This is an optimization exercise on Yosys and OpenROAD, whose aim is small area, a short achievable clock period and few clock cycles, not a production implementation. At most, simulation tests tie the RTL to the original design; equivalence was not proved. The clock port is modelled as an ideal driver, which makes a skipped or thinned clock tree look cheaper than it is; a real chip needs a root buffer or a tree. Power figures rest on the tool's default switching activity, not on a simulated workload.

// cb_seg
module cb_seg(
    input wire clk,
    input wire reset,
    input wire[11:0] tb_size_in,
    input wire wreq_size,
    output wire rreq_data,
    input wire[7:0] tb_in,
    output wire cb_valid,
    output wire[7:0] cb_data,
    output wire cb_size,
    output wire cb_start
);
reg [10:0] wq [0:32];
reg [32:0] v;
wire       release_cur;
wire [32:0] fa;      
wire [31:0] mv;      
assign fa[32] = 1'b1;
genvar g;
generate for (g = 0; g < 32; g = g + 1) begin : q
    assign fa[g] = fa[g+1] & v[g+1];
    assign mv[g] = v[g] & ~fa[g];
    always @(posedge clk)
        if (mv[g]) wq[g+1] <= wq[g];
end endgenerate
always @(posedge clk)
    if (wreq_size) wq[0] <= tb_size_in[10:0];
always @(posedge clk or posedge reset)
    if (reset) v <= 33'd0;
    else begin
        v[0] <= wreq_size | (v[0] & ~mv[0]);
        v[32] <= mv[31] | (v[32] & ~release_cur);
        v[31:1] <= mv[30:0] | (v[31:1] & ~mv[31:1]);
    end
wire [10:0] cur = wq[32];
wire [10:0] w31 = wq[31];
reg c_gt768, c_big, c_nofill, c_fill1, c_is1;
always @(posedge clk)
    if (mv[31]) begin
        c_gt768  <= w31 > 11'd768;
        c_big    <= (w31 > 11'd132) & ~((w31 > 11'd768) & ~(w31 > 11'd894));
        c_nofill <= (w31 == 11'd132) | (w31 == 11'd768) | (w31 == 11'd894) | (w31 == 11'd1530);
        c_fill1  <= (w31 == 11'd131) | (w31 == 11'd767) | (w31 == 11'd893) | (w31 == 11'd1529);
        c_is1    <= (w31 == 11'd1);
    end
localparam IDLE = 2'd0, BODY = 2'd2, CRC = 2'd3;
reg [1:0]  ph;
reg [10:0] p;
reg        fill;     
reg        fe;       
reg        lastnc;   
reg        twob;     
reg        big;      
reg        sob;      
reg        blk2;     
reg [1:0]  cc;       
wire p_fe = twob ? (big ? (p == 11'd1528) : (p == 11'd892))
                 : (big ? (p == 11'd766) : (p == 11'd130));
wire tb_last = (ph == BODY & lastnc & ~twob) | (ph == CRC & cc == 2'd2 & blk2);
wire start = v[32] & ((ph == IDLE) | tb_last);
wire fill_end = (ph == BODY) & fill & fe;
assign release_cur = (start & c_nofill) | fill_end;
always @(posedge clk or posedge reset)
    if (reset) ph <= IDLE;
    else if (start) ph <= BODY;
    else case (ph)
        BODY: if (lastnc) ph <= twob ? CRC : IDLE;
        CRC:  if (cc == 2'd2) ph <= blk2 ? IDLE : BODY;
        default: ;
    endcase
always @(posedge clk) begin
    if (start) begin
        p      <= cur;
        fill   <= ~c_nofill;
  ...
Size: ~900 cells after synthesis, about 470 flip-flops, ~35 I/O pins, roughly 16,000 um2 of cells after synthesis.
Settings: LEC_CHECK=0, CAP_MARGIN=20, CORE_MARGIN=2, CORE_UTILIZATION=40, CTS_CLUSTER_DIAMETER=60, CTS_CLUSTER_SIZE=30, SETUP_SLACK_MARGIN=3.0, SLEW_MARGIN=20; clock period 5.0 ns.
standard.sh (not shown) runs the stock make flow with config.mk's settings and CLKGATE_MAP_FILE= SYNTH_SCRIPT=/design/flow/synth_recipe.tcl, a recipe that flattens the netlist after the stock synthesis.
==> flow/flow/run.sh <==
#!/bin/bash
# The standard layout with two changes to how it is made: the clock tree gets
# no dummy loads, and the port buffers are the smallest buffer cell.
set -e
export CTS_ARGS="-sink_clustering_enable -repair_clock_nets -sink_clustering_size 30 -sink_clustering_max_diameter 60 -dont_use_dummy_load"
export BUFFER_PORTS_ARGS="-buffer_cell sky130_fd_sc_hd__buf_1"
cp standard.sh standard_sh_copy.txt
export POST_CTS_TCL="$PWD/flow/drop_root.tcl"
bash standard.sh > standard.log 2>&1
==> flow/flow/drop_root.tcl <==
set block [ord::get_db_block]
set port_net [$block findNet clk]
set iterms [$port_net getITerms]
if {[llength $iterms] == 1} {
  set root [[lindex $iterms 0] getInst]
  set onet ""
  foreach it [$root getITerms] {
    if {[$it isOutputSignal]} { set onet [$it getNet] }
  }
  set loads {}
  foreach it [$onet getITerms] {
    if {[$it getInst] != $root} { lappend loads $it }
  }
  if {[llength $loads] <= 4 && [llength [$onet getBTerms]] == 0} {
    foreach it $loads {
      $it disconnect
      $it connect $port_net
    }
    puts "drop_root: removed [$root getName], [llength $loads] loads moved to the clock port"
    odb::dbInst_destroy $root
    odb::dbNet_destroy $onet
  } else {
    puts "drop_root: root drives [llength $loads] pins, left unchanged"
  }
}
estimate_parasitics -placement
report_clock_latency
The baseline finished with timing, DRC and antenna clean.
Next try:
SETUP_SLACK_MARGIN = 3.1   (was 3.0)
Result: The new run finished clean; routed wire length fell by 0.44%; worst hold slack barely changes; power is higher by 1.1%; critical path depth rises by 1; final cell count came out higher by 0.86%.
No functional check of the RTL was part of any run of this note.

========
before:
Another version of the RTL of cb_seg (not shown whole).
For scale: roughly 470 flip-flops, ~16000 um^2 of cells after synthesis.
export LEC_CHECK = 0
export CAP_MARGIN = 20
export CORE_MARGIN = 2
export CORE_UTILIZATION = 40
export CTS_CLUSTER_DIAMETER = 60
export CTS_CLUSTER_SIZE = 30
export SETUP_SLACK_MARGIN = 3.05
export SLEW_MARGIN = 20
create_clock -name core_clock -period 5.0 [get_ports {clk}]
==> flow/flow/run.sh <==
#!/bin/bash
set -e
export CTS_ARGS="-sink_clustering_enable -repair_clock_nets -sink_clustering_size 30 -sink_clustering_max_diameter 50 -dont_use_dummy_load"
export BUFFER_PORTS_ARGS="-buffer_cell sky130_fd_sc_hd__buf_1"
export POST_CTS_TCL="$PWD/flow/drop_root.tcl"
bash standard.sh > standard.log 2>&1
Other scripts of this flow, unchanged in this note and not shown: flow/flow/drop_root.tcl
Having completed the whole flow, before delivered a layout that passed the timing, design-rule and antenna checks.
--- input diff before..after ---
==> flow/flow/run.sh <==
#!/bin/bash
set -e
export CTS_ARGS="-sink_clustering_enable -repair_clock_nets -sink_clustering_size 30 -sink_clustering_max_diameter 60 -dont_use_dummy_load"
export BUFFER_PORTS_ARGS="-buffer_cell sky130_fd_sc_hd__buf_1"
export POST_CTS_TCL="$PWD/flow/drop_root.tcl"
bash standard.sh > standard.log 2>&1
==> comparison <==
after | status: complete | timing, DRC, antenna: pass. Portion of the clock cycle consumed by the worst path in the final layout across after and before: no real change. after vs before — switching power summed over all nets dropped slightly. Lower clock share of power among after and before: after. after vs. before: combinational power share went up by 0.2 points. Between after and before, the met1 wire length does not differ in any meaningful way. Delta (after minus before): count of TritonRoute iterations in the first routing pass was more or less identical; end-of-flow core utilization went down by 0.37 points.
No functional check of the RTL was part of any run of this note.

========
Setup of run A:
Another version of the RTL of cb_seg (not shown whole).
Size: ~470 flip-flops, about 35 I/O pins.
clock: 5.0 ns
lec_check: 0
cap_margin: 20
core_margin: 2
core_utilization: 40
cts_cluster_diameter: 60
cts_cluster_size: 30
setup_slack_margin: 2.85
slew_margin: 20
==> flow/flow/run.sh <==
#!/bin/bash
# The standard layout with two changes to how it is made: the clock tree gets
# no dummy loads, and the port buffers are the smallest buffer cell.
set -e
export CTS_ARGS="-sink_clustering_enable -repair_clock_nets -sink_clustering_size 30 -sink_clustering_max_diameter 60 -dont_use_dummy_load"
export BUFFER_PORTS_ARGS="-buffer_cell sky130_fd_sc_hd__buf_1"
cp standard.sh standard_sh_copy.txt
export POST_CTS_TCL="$PWD/flow/drop_root.tcl"
bash standard.sh > standard.log 2>&1
Scripts as last shown in full above: flow/flow/drop_root.tcl
Testbench counts of run A, summed over its fixed seeds: cycles 1,060,569.
[inputs] run B vs run A
==> flow/flow/run.sh <==
#!/bin/bash
# The standard layout with two changes to how it is made: the clock tree gets
# no dummy loads, and the port buffers are the smallest buffer cell.
set -e
export CTS_ARGS="-sink_clustering_enable -repair_clock_nets -sink_clustering_size 20 -sink_clustering_max_diameter 45 -dont_use_dummy_load -sink_clustering_buffer sky130_fd_sc_hd__clkbuf_8"
export BUFFER_PORTS_ARGS="-buffer_cell sky130_fd_sc_hd__buf_1"
cp standard.sh standard_sh_copy.txt
bash standard.sh > standard.log 2>&1
removed: flow/flow/drop_root.tcl
--- outcome ---
- Run B: no failed stages, no open violations at the end
- Measured against each other, run B and run A differ in multi-input combinational cell count, the lower figure coming from run A.
- Against run A, fmax in run B came out worse.
- Run B ends up with a number of global-route vias before repair that is 130 higher than in run A.
- [compare] base=run A new=run B: compound-cell area share of the yosys netlist neither gained nor lost much, worst hold slack neither gained nor lost much.
The inputs of run C differ from those of run B as listed below.
==> flow/flow/run.sh <==
#!/bin/bash
# The standard layout with two changes to how it is made: the clock tree gets
# no dummy loads, and the port buffers are the smallest buffer cell.
set -e
export CTS_ARGS="-sink_clustering_enable -repair_clock_nets -sink_clustering_size 30 -sink_clustering_max_diameter 60 -dont_use_dummy_load"
export BUFFER_PORTS_ARGS="-buffer_cell sky130_fd_sc_hd__buf_1"
cp standard.sh standard_sh_copy.txt
bash standard.sh > standard.log 2>&1
Notes after the runs:
- Summary of run C over run B: post-route minimum period saw a decrease, worst-case vdd ir drop -1.9%, total met3 wirelength after detailed routing shrank by 12%.
- Diff run B -> run C: data required time at the worst endpoint went down, global-route usage lost 0.17 points.

========
The RTL this note starts from:
==> flow/design.v <==
module cb_seg(
    input wire clk,
    input wire reset,
    input wire[11:0] tb_size_in,
    input wire wreq_size,
    output wire rreq_data,
    input wire[7:0] tb_in,
    output wire cb_valid,
    output wire[7:0] cb_data,
    output wire cb_size,
    output wire cb_start
);
reg [10:0] wq [0:32];
reg [32:0] v;        
wire       release_cur;
wire [32:0] fa;      
wire [31:0] mv;      
reg  [7:1] fb;
wire [8:1] fbx = {v[32], fb};
wire [32:0] vn;      
genvar g;
generate for (g = 0; g < 32; g = g + 1) begin : q
    localparam integer M = ((g + 4) / 4) * 4;
    if (g + 1 == M) begin : top
        assign fa[g] = fbx[M/4];
    end else begin : loc
        assign fa[g] = (&v[M-1:g+1]) & fbx[M/4];
    end
    assign mv[g] = v[g] & ~fa[g];
    always @(posedge clk)
        if (mv[g]) wq[g+1] <= wq[g];
end endgenerate
assign fa[32] = 1'b1;
always @(posedge clk)
    if (wreq_size) wq[0] <= tb_size_in[10:0];
assign vn[0]    = wreq_size | (v[0] & ~mv[0]);
assign vn[32]   = mv[31] | (v[32] & ~release_cur);
assign vn[31:1] = mv[30:0] | (v[31:1] & ~mv[31:1]);
integer j;
reg [7:1] fbn;
always @(*)
    for (j = 1; j < 8; j = j + 1) fbn[j] = &(vn | ((33'd1 << (4 * j)) - 33'd1));
always @(posedge clk or posedge reset)
    if (reset) begin
        v  <= 33'd0;
        fb <= 7'd0;
    end else begin
        v  <= vn;
        fb <= fbn;
    end
wire [10:0] cur = wq[32];
wire [10:0] w31 = wq[31];
reg c_gt768, c_big, c_nofill, c_fill1, c_is1;
always @(posedge clk)
    if (mv[31]) begin
        c_gt768  <= w31 > 11'd768;
        c_big    <= (w31 > 11'd132) & ~((w31 > 11'd768) & ~(w31 > 11'd894));
        c_nofill <= (w31 == 11'd132) | (w31 == 11'd768) | (w31 == 11'd894) | (w31 == 11'd1530);
        c_fill1  <= (w31 == 11'd131) | (w31 == 11'd767) | (w31 == 11'd893) | (w31 == 11'd1529);
        c_is1    <= (w31 == 11'd1);
    end
localparam IDLE = 2'd0, BODY = 2'd2, CRC = 2'd3;
reg [1:0]  ph;
reg [10:0] p;
reg        fill;     
reg        fe;       
reg        lastnc;   
reg        twob;     
reg        big;      
reg        sob;      
reg        blk2;     
reg [1:0]  cc;       
wire p_fe = twob ? (big ? (p == 11'd1528) : (p == 11'd892))
                 : (big ? (p == 11'd766) : (p == 11'd130));
wire tb_last = (ph == BODY & lastnc & ~twob) | (ph == CRC & cc == 2'd2 & blk2);
wire start = v[32] & ((ph == IDLE) | tb_last);
wire fill_end = (ph == BODY) & fill & fe;
assign release_cur = (start & c_nofill) | fill_end;
always @(posedge clk or posedge reset)
    if (reset) ph <= IDLE;
    else if (start) ph <= BODY;
    else case (ph)
        BODY: if (lastnc) ph <= twob ? CRC : IDLE;
        CRC:  if (cc == 2'd2) ph <= blk2 ? IDLE : BODY;
        default: ;
    endcase
always @(posedge clk) begin
    if (start) begin
        p      <= cur;
        fill   <= ~c_nofill;
        fe     <= c_fill1;
        lastnc <= 1'b0;
        twob   <= c_gt768;
        big    <= c_big;
        sob    <= 1'b1;
        blk2   <= 1'b0;
    end else case (ph)
        BODY: begin
            sob <= 1'b0;
            cc  <= 2'd0;
            if (fill) begin
                if (fe) begin
                    p      <= cur;
                    fill   <= 1'b0;
                    lastnc <= c_is1;
                end else begin
                    p      <= p + 11'd1;
                    fe     <= p_fe;
                end
            end else begin
                p      <= p - 11'd1;
                lastnc <= (p == 11'd2) | (twob & ~blk2 & (p == 11'd767));
            end
        end
        CRC: begin
            cc <= cc + 2'd1;
            if (cc == 2'd2) begin
                blk2 <= 1'b1;
                big  <= 1'b1;
                sob  <= 1'b1;
            end
        end
        default: ;
    endcase
end
wire is_v    = ph[1];                       
wire is_data = (ph == BODY) & ~fill;
wire is_crc  = (ph == CRC);
reg s1_v, s2_v, s1_d, s2_d, s1_c, s2_c;
reg s1_st, s2_st, s1_sz, s2_sz;
reg rreq_q;
assign rreq_data = rreq_q;
always @(posedge clk or posedge reset)
    if (reset) begin
        s1_v <= 1'b0; s2_v <= 1'b0; rreq_q <= 1'b0;
    end else begin
        s1_v <= is_v; s2_v <= s1_v; rreq_q <= is_data;
    end
always @(posedge clk) begin
    s1_d <= is_data; s1_c <= is_crc; s1_st <= sob; s1_sz <= big;
    s2_d <= s1_d;    s2_c <= s1_c;   s2_st <= s1_st; s2_sz <= s1_sz;
end
reg [7:0]  ob;       
reg        ov, ost, osz;
reg        ocu;      
reg [23:0] crc;
assign cb_valid = ov;
assign cb_data  = ob;
assign cb_start = ost;
assign cb_size  = osz;
function [23:0] crc_next(input [23:0] s, input [7:0] d);
    reg [23:0] r;
    integer k;
    begin
        r = s;
        for (k = 0; k < 8; k = k + 1)
            r = {r[22:0], 1'b0} ^ ((r[23] ^ d[k]) ? 24'h800063 : 24'h0);
        crc_next = r;
    end
endfunction
wire [23:0] crc_n = crc_next(crc, ob);
always @(posedge clk or posedge reset)
    if (reset) ov <= 1'b0;
    else       ov <= s2_v;
always @(posedge clk) begin
    ost <= s2_st;
    osz <= s2_sz;
    ocu <= s2_v & ~s2_c;
    if (s2_c)
        ob <= ocu ? crc_n[7:0] : crc[15:8];
    else
        ob <= s2_d ? tb_in : 8'h00;
    if (s2_v & s2_st) crc <= 24'hffffff;
    else if (ocu) crc <= crc_n;
    else if (s2_c) crc[15:0] <= crc[23:8];
end
endmodule
export LEC_CHECK = 0
export CAP_MARGIN = 20
export CORE_MARGIN = 2
export CORE_UTILIZATION = 40
export CTS_CLUSTER_DIAMETER = 60
export CTS_CLUSTER_SIZE = 30
export SETUP_SLACK_MARGIN = 3.2
export SLEW_MARGIN = 20
create_clock -name core_clock -period 5.0 [get_ports {clk}]
==> flow/flow/run.sh <==
#!/bin/bash
set -e
export CTS_ARGS="-sink_clustering_enable -repair_clock_nets -sink_clustering_size 30 -sink_clustering_max_diameter 60 -dont_use_dummy_load"
export BUFFER_PORTS_ARGS="-buffer_cell sky130_fd_sc_hd__buf_1"
export POST_CTS_TCL="$PWD/flow/drop_root.tcl"
bash standard.sh > standard.log 2>&1
Other scripts of this flow, unchanged in this note and not shown: flow/flow/drop_root.tcl
Testbench counts at the start, summed over its fixed seeds: cycles 1,060,569.
Then changed:
==> flow/flow/run.sh (replaced) <==
#!/bin/bash
set -e
export CTS_ARGS="-sink_clustering_enable -repair_clock_nets -sink_clustering_size 30 -sink_clustering_max_diameter 50 -dont_use_dummy_load"
export BUFFER_PORTS_ARGS="-buffer_cell sky130_fd_sc_hd__buf_1"
export POST_CTS_TCL="$PWD/flow/drop_root.tcl"
bash standard.sh > standard.log 2>&1
--- a/flow/config.mk
+++ b/flow/config.mk
@@ -11,4 +11,4 @@
 export CTS_CLUSTER_DIAMETER = 60
 export CTS_CLUSTER_SIZE = 30
-export SETUP_SLACK_MARGIN = 3.2
+export SETUP_SLACK_MARGIN = 3.05
 export SLEW_MARGIN = 20
Die area stays the same.
First-iteration DRC count drops by about 2%.
Worst setup slack gets worse by 150 ps.
Synthesized cell count stays the same.
Cell area drops by 1.5%.
Sequential cell count stays the same.
Global-route usage stays flat.
Worst hold slack is about the same.
Total power drops by 0.62%.
Core utilization drops by 0.71 points.
Then changed:
==> flow/flow/run.sh (replaced) <==
#!/bin/bash
# The standard layout with two changes to how it is made: the clock tree gets
# no dummy loads, and the port buffers are the smallest buffer cell.
set -e
export CTS_ARGS="-sink_clustering_enable -repair_clock_nets -sink_clustering_size 30 -sink_clustering_max_diameter 60 -dont_use_dummy_load"
export BUFFER_PORTS_ARGS="-buffer_cell sky130_fd_sc_hd__buf_1"
cp standard.sh standard_sh_copy.txt
export POST_CTS_TCL="$PWD/flow/drop_root.tcl"
bash standard.sh > standard.log 2>&1
After rerunning: Routed wire length came out lower by 0.83%. Critical path depth came out higher by 5. Register-to-register slack is about the same. Maximum frequency came out higher by 9.6%. Cell area came out lower by 0.64%.
Then changed:
==> flow/flow/run.sh (replaced) <==
#!/bin/bash
set -e
export CTS_ARGS="-sink_clustering_enable -repair_clock_nets -sink_clustering_size 30 -sink_clustering_max_diameter 60 -dont_use_dummy_load"
export BUFFER_PORTS_ARGS="-buffer_cell sky130_fd_sc_hd__buf_1"
export POST_CTS_TCL="$PWD/flow/drop_root.tcl"
bash standard.sh > standard.log 2>&1
--- a/flow/config.mk
+++ b/flow/config.mk
@@ -8,5 +8,5 @@
 export CAP_MARGIN = 20
 export CORE_MARGIN = 2
-export CORE_UTILIZATION = 40
+export CORE_UTILIZATION = 55
 export CTS_CLUSTER_DIAMETER = 60
 export CTS_CLUSTER_SIZE = 30
Effect:
- The changed run completed with no timing, DRC or antenna violations
- power rose by 0.81%
- clock skew shrinks by 19 ps
- first-iteration DRC count goes down by 14%
- core utilization went up by 17 points
Then changed:
==> flow/flow/run.sh (replaced) <==
#!/bin/bash
set -e
export CTS_ARGS="-sink_clustering_enable -repair_clock_nets -sink_clustering_size 30 -sink_clustering_max_diameter 75 -dont_use_dummy_load"
export BUFFER_PORTS_ARGS="-buffer_cell sky130_fd_sc_hd__buf_1"
export POST_CTS_TCL="$PWD/flow/drop_root.tcl"
bash standard.sh > standard.log 2>&1
--- a/flow/config.mk
+++ b/flow/config.mk
@@ -8,5 +8,5 @@
 export CAP_MARGIN = 20
 export CORE_MARGIN = 2
-export CORE_UTILIZATION = 55
+export CORE_UTILIZATION = 40
 export CTS_CLUSTER_DIAMETER = 60
 export CTS_CLUSTER_SIZE = 30
Wire length is higher by 1.9%.
Cell count went up by 9.0%.
Fmax goes down by 0.48%.
First-iteration DRC count came out higher by 39%.
Design area fell by 0.67%.
Total power falls by 3.7%.

## static timing again, ports no longer ideal
No port has a modelled driver above. Below, the same layouts with a new extraction and two added sets of constraints.
Step 1, drivers: a clkbuf_16 drives clk and a buf_2 each remaining input, both assumed.
Step 2 also shifts input and output timing later by t, the mid clock arrival at the registers, as if the neighbouring blocks saw the same clock.
Slacks: ideal / step 1 / step 2; pairs: ideal / step 1.
| run | t (ns) | setup slack, ns | worst setup path after step 2 |
|---|---|---|---|
| the first run of note 1 | 0.482 | 2.714 / 2.714 / 2.714 | register to register |
| the second run of note 1 | 0.487 | 2.770 / 2.770 / 2.770 | register to register |
| before | 0.426 | 3.096 / 3.025 / 3.096 | register to register |
| after | 0.420 | 3.099 / 3.003 / 3.115 | register to register |
| run A | 0.481 | 2.923 / 2.923 / 2.923 | register to register |
| run B | 0.549 | 2.898 / 2.878 / 2.898 | register to register |
| run C | 0.601 | 2.908 / 2.855 / 2.922 | register to register |
| the first run of note 4 | 0.419 | 3.118 / 3.017 / 3.197 | input to register |
| the second run of note 4 | 0.560 | 2.965 / 2.917 / 3.132 | register to register |
| the third run of note 4 | 0.424 | 3.144 / 3.043 / 3.144 | register to register |
| the fourth run of note 4 | 0.428 | 3.128 / 3.047 / 3.128 | register to register |
| the fifth run of note 4 | 0.414 | 3.119 / 3.032 / 3.119 | register to register |
After both steps setup and hold are still met in every run listed.
